From an optimization exercise on the open Yosys and OpenROAD flow, aimed at small area; shortcuts taken in it are not production practice.
Only simulation tests tie the RTL to the original design; equivalence was not proved.
Power figures rest on the tool's default switching activity, not on a simulated workload.

==> flow/design.v <==
`timescale 1ns / 1ps
module ATM(
    input            clk,
    input            rst,
    input  [1:0]     mode,
    input  [11:0]    keypad,
    input            load,
    output [2:0]     nstate,
    output           auth,
    output reg [7:0] bal
);
    reg [2:0] st;
    reg       kv;           
    reg [1:0] ki;           
    reg [1:0] acc;          
    reg [7:0] db0, db1, db2, db3;
    assign nstate = {st[2] & ~st[1], st[1] & ~st[2], st[0]};
    assign auth   = st[2] | st[1];
    wire s_idle = ~st[2] & ~st[1] & ~st[0];
    wire s_auth = st == 3'd1;
    wire s_menu = st == 3'd2;
    wire s_bal  = st == 3'd3;
    wire s_wd   = st == 3'd4;
    wire s_tr   = st == 3'd5;
    wire [3:0] ka = keypad[11:8];
    wire [7:0] kp = keypad[7:0];
    wire m0 = keypad == 12'hA11;
    wire m1 = keypad == 12'hB22;
    wire m2 = keypad == 12'hC33;
    wire m3 = keypad == 12'hD44;
    reg [7:0] src, tgb;
    always @(*) begin
        case (acc)
            2'd0: src = db0;
            2'd1: src = db1;
            2'd2: src = db2;
            default: src = db3;
        endcase
    end
    wire       tv = ka[3] & (ka[2] ^ ka[1]);      
    wire [1:0] ti = {~ka[1], ka[0]};              
    always @(*) begin
        case (ti)
            2'd0: tgb = db0;
            2'd1: tgb = db1;
            2'd2: tgb = db2;
            default: tgb = db3;
        endcase
    end
    wire [7:0] amt  = kp & {8{st[2]}};
    wire [8:0] dif9 = {1'b0, src} - {1'b0, amt};
    wire [7:0] diff = dif9[7:0];
    wire       a_le = ~dif9[8];                   
    wire       a_nz = |kp;
    wire [8:0] sum9 = {1'b0, tgb} + {1'b0, kp};
    wire       s_ok = ~sum9[8] & ~(&sum9[7:0]);   
    wire ok_w = a_nz & a_le;
    wire ok_t = ok_w & tv & (ti != acc) & s_ok;
    wire do_w = s_wd & load & ok_w;
    wire do_t = s_tr & load & ok_t;
    wire we_s = do_w | do_t;      
    wire [3:0] sa = {acc == 2'd3, acc == 2'd2, acc == 2'd1, acc == 2'd0};
    wire [3:0] ta = {ti == 2'd3, ti == 2'd2, ti == 2'd1, ti == 2'd0};
    wire [3:0] we = ({4{we_s}} & sa) | ({4{do_t}} & ta);
    wire we0 = we[0], we1 = we[1], we2 = we[2], we3 = we[3];
    wire [7:0] wd0 = sa[0] ? diff : sum9[7:0];
    wire [7:0] wd1 = sa[1] ? diff : sum9[7:0];
    wire [7:0] wd2 = sa[2] ? diff : sum9[7:0];
    wire [7:0] wd3 = sa[3] ? diff : sum9[7:0];
    always @(posedge clk) begin
        if (rst) begin
            st  <= 3'd0;
            kv  <= 1'b0;
            ki  <= 2'd0;
            acc <= 2'd0;
            bal <= 8'd0;
            db0 <= 8'd50;
            db1 <= 8'd175;
            db2 <= 8'd200;
            db3 <= 8'd40;
        end else begin
            if (load) begin
                kv <= m0 | m1 | m2 | m3;
                ki <= {m2 | m3, m1 | m3};
            end
            case (st)
                3'd1: if (kv) begin st <= 3'd2; acc <= ki; end
                3'd2: case (mode)
                        2'b00: st <= 3'd2;
                        2'b01: st <= 3'd3;
                        2'b10: st <= 3'd4;
                        default: st <= 3'd5;
                      endcase
                3'd3: st <= 3'd2;
                3'd4, 3'd5: if (load) st <= we_s ? 3'd0 : 3'd6;
                default: st <= 3'd1;
            endcase
            if (s_bal | do_w) bal <= diff;
            if (we0) db0 <= wd0;
            if (we1) db1 <= wd1;
            if (we2) db2 <= wd2;
            if (we3) db3 <= wd3;
        end
    end
endmodule
module seven_seg_display_bal(
    input            clk,
    input            rst,
    input      [7:0] bal,
    output reg [6:0] seg,
    output reg [3:0] an,
    output           dp
);
    assign dp = 1'b1;
    reg [14:0] lf;
    reg [1:0]  dg;
    wire z    = ~|lf[13:0];
    wire wrap = lf[14] & z;           
    always @(posedge clk)
        if (rst) begin
            lf <= 15'd0;
            dg <= 2'd0;
        end else begin
            lf <= {lf[13:0], lf[14] ^ lf[13] ^ z};
            if (wrap) dg <= dg + 2'd1;
        end
    function [3:0] a3;
        input [3:0] x;
        case (x)
            4'd5: a3 = 4'd8;
            4'd6: a3 = 4'd9;
            4'd7: a3 = 4'd10;
            4'd8: a3 = 4'd11;
            4'd9: a3 = 4'd12;
            default: a3 = x;
        endcase
    endfunction
    wire [3:0] c1 = a3({1'b0, bal[7:5]});
    wire [3:0] c2 = a3({c1[2:0], bal[4]});
    wire [3:0] c3 = a3({c2[2:0], bal[3]});
    wire [3:0] c4 = a3({1'b0, c1[3], c2[3], c3[3]});
    wire [3:0] c5 = a3({c3[2:0], bal[2]});
    wire [3:0] c6 = a3({c4[2:0], c5[3]});
    wire [3:0] c7 = a3({c5[2:0], bal[1]});
    wire [3:0] hundreds = {2'b0, c4[3], c6[3]};
    wire [3:0] tens     = {c6[2:0], c7[3]};
    wire [3:0] ones     = {c7[2:0], bal[0]};
    reg  [3:0] digit;
    always @(*) begin
        case (dg)
            2'b00: begin an = 4'b1110; digit = ones;     end
            2'b01: begin an = 4'b1101; digit = tens;     end
            2'b10: begin an = 4'b1011; digit = hundreds; end
            default: begin an = 4'b0111; digit = 4'd0;   end
        endcase
    end
    always @(*) begin
        case (digit)
            4'd0: seg = 7'b1000000;
            4'd1: seg = 7'b1111001;
            4'd2: seg = 7'b0100100;
            4'd3: seg = 7'b0110000;
            4'd4: seg = 7'b0011001;
            4'd5: seg = 7'b0010010;
            4'd6: seg = 7'b0000010;
            4'd7: seg = 7'b1111000;
            4'd8: seg = 7'b0000000;
            4'd9: seg = 7'b0010000;
            default: seg = 7'b1111111;
        endcase
    end
endmodule
`timescale 1ns / 1ps
module ATM_top(
    input        clk,         
    input        rst,         
    input  [1:0] mode,
    input  [11:0] keypad,
    input        load,
    output       auth,
    output [2:0] nstate,
    output [6:0] seg,
    output [3:0] an,
    output       dp
);
    wire [7:0] bal;
    ATM atm_fsm(
        .clk(clk),
        .rst(rst),
        .mode(mode),
        .keypad(keypad),
        .load(load),
        .auth(auth),
        .nstate(nstate),
        .bal(bal)
    );
    seven_seg_display_bal display_unit(
        .clk(clk),
        .rst(rst),
        .bal(bal),
        .seg(seg),
        .an(an),
        .dp(dp)
    );
endmodule
Settings: LEC_CHECK=0, ABC_AREA=1, CAP_MARGIN=20, CORE_MARGIN=2, CORE_UTILIZATION=40, PLACE_DENSITY=0.6, SLEW_MARGIN=20; clock period 10.0 ns.
run.sh (not shown) runs the stock make flow with config.mk's settings and CLKGATE_MAP_FILE= SYNTH_SCRIPT=/design/flow/synth_recipe.tcl, a recipe that flattens the netlist after the stock synthesis.
The starting point finished with timing, DRC and antenna clean.
==> next run, changes <==
==> flow/flow/run.sh (new file) <==
#!/bin/bash
# Own layout flow: the standard synthesis, then the combinational logic
# between the (unchanged) flip-flops is re-mapped for area with a stronger ABC
# script, then the standard layout with small port buffers and a lighter
# clock tree. Each tool's output goes to a log file in the work folder.
set -euo pipefail
WORK=$(pwd)
FLOWDIR=$WORK/flow
YOSYS=${YOSYS_EXE:-/OpenROAD-flow-scripts/tools/install/yosys/bin/yosys}
R=$WORK/orfs/results/$FLOW_PLATFORM/ATM_top/base

# 1. standard synthesis, unchanged
bash standard.sh synth > $WORK/1_synth_standard.log 2>&1

# 2. re-map the combinational logic (flip-flops kept as they are)
cp $R/1_2_yosys.v $WORK/1_2_yosys_standard.v
LIB=$FLOW_HOME/platforms/$FLOW_PLATFORM/lib/sky130_fd_sc_hd__tt_025C_1v80.lib \
TOP=$FLOW_TOP IN=$WORK/1_2_yosys_standard.v OUT=$WORK/1_2_yosys_remap.v \
ABCSCR=$FLOWDIR/remap.abc DONT_USE="*lpflow* *probe*" \
  $YOSYS -c $FLOWDIR/remap.tcl > $WORK/1_remap_yosys.log 2>&1
cp $WORK/1_2_yosys_remap.v $R/1_2_yosys.v
rm -f $R/1_synth.odb $R/1_synth.sdc

# 3. standard layout on the re-mapped netlist
export BUFFER_PORTS_ARGS="-buffer_cell sky130_fd_sc_hd__buf_1"
export CTS_ARGS="${OWN_CTS_ARGS:--sink_clustering_enable -repair_clock_nets -dont_use_dummy_load}"
bash standard.sh finish > $WORK/2_layout_standard.log 2>&1
==> flow/flow/remap.abc (new file) <==
strash; &get -n; &deepsyn -T 30; &put; dch -f; amap; topo
==> flow/flow/remap.tcl (new file) <==
# Re-map the combinational logic of a mapped netlist; sequential cells are
# black boxes, so every flip-flop keeps its instance name and cell type.
yosys -import
set lib $::env(LIB)
read_liberty -ignore_miss_func $lib
read_verilog $::env(IN)
hierarchy -top $::env(TOP)
blackbox sky130_fd_sc_hd__*df* sky130_fd_sc_hd__conb_1
flatten
# names made from flattened cells' pins are hidden so the netlist's own net
# names are kept
yosys rename -hide w:_*_.*
opt_clean
set dus {}
foreach c $::env(DONT_USE) { lappend dus -dont_use $c }
abc -liberty $lib {*}$dus -script $::env(ABCSCR)
opt_clean -purge
hilomap -singleton -hicell sky130_fd_sc_hd__conb_1 HI -locell sky130_fd_sc_hd__conb_1 LO
splitnets
opt_clean -purge
insbuf -buf sky130_fd_sc_hd__buf_1 A X

tee -o $::env(OUT).stat stat -liberty $lib
write_verilog -noattr -noexpr -nohex -nodec $::env(OUT)
==> flow/standard.sh (new file) <==
#!/bin/bash
# synth_recipe.tcl (not shown) runs the flow's synth.tcl, then flattens the netlist and writes it again
# the make line also repeats each setting of config.mk as NAME=value (left out here)
make -C /OpenROAD-flow-scripts/flow DESIGN_CONFIG=/design/flow/config.mk WORK_HOME=/design/flow/orfs CLKGATE_MAP_FILE= SYNTH_SCRIPT=/design/flow/synth_recipe.tcl "${@:-finish}"
removed: flow/run.sh
What happened: The changed run completed with no timing, DRC or antenna violations. Cell count falls by 26%. Synthesized cell count went down by 29%. Design area drops by 25%. Total power drops by 56%.

-- separate check: timing with driven ports --
The flow's constraints put no driver on any port. The routed layouts listed below were extracted and timed again, unchanged, in two steps.
Step 1, drivers: a clkbuf_16 drives clk and a buf_2 each remaining input, both assumed.
Step 2 also shifts input and output timing later by t, the mid clock arrival at the registers, as if the neighbouring blocks saw the same clock.
a / b / c = ideal ports / drivers / drivers and shift; a / b = the first two.
run | shift t [ns] | slack for setup (ns) | hold WS [ns] | latest minus earliest clock arrival (ns) | worst register clock-pin slew, ns
the first run | 0.367 | 4.120 / 4.129 / 3.762 | 0.418 / 0.418 / 0.418 | 0.007 / 0.007 | 0.06 / 0.06
the second run | 0.366 | 2.414 / 2.424 / 2.058 | 0.395 / 0.395 / 0.395 | 0.030 / 0.029 | 0.09 / 0.09
After both steps setup and hold are still met in every run listed. For the first run, which loses most, drivers alone change the setup slack by +0.009 ns; drivers and shift together by -0.358 ns.
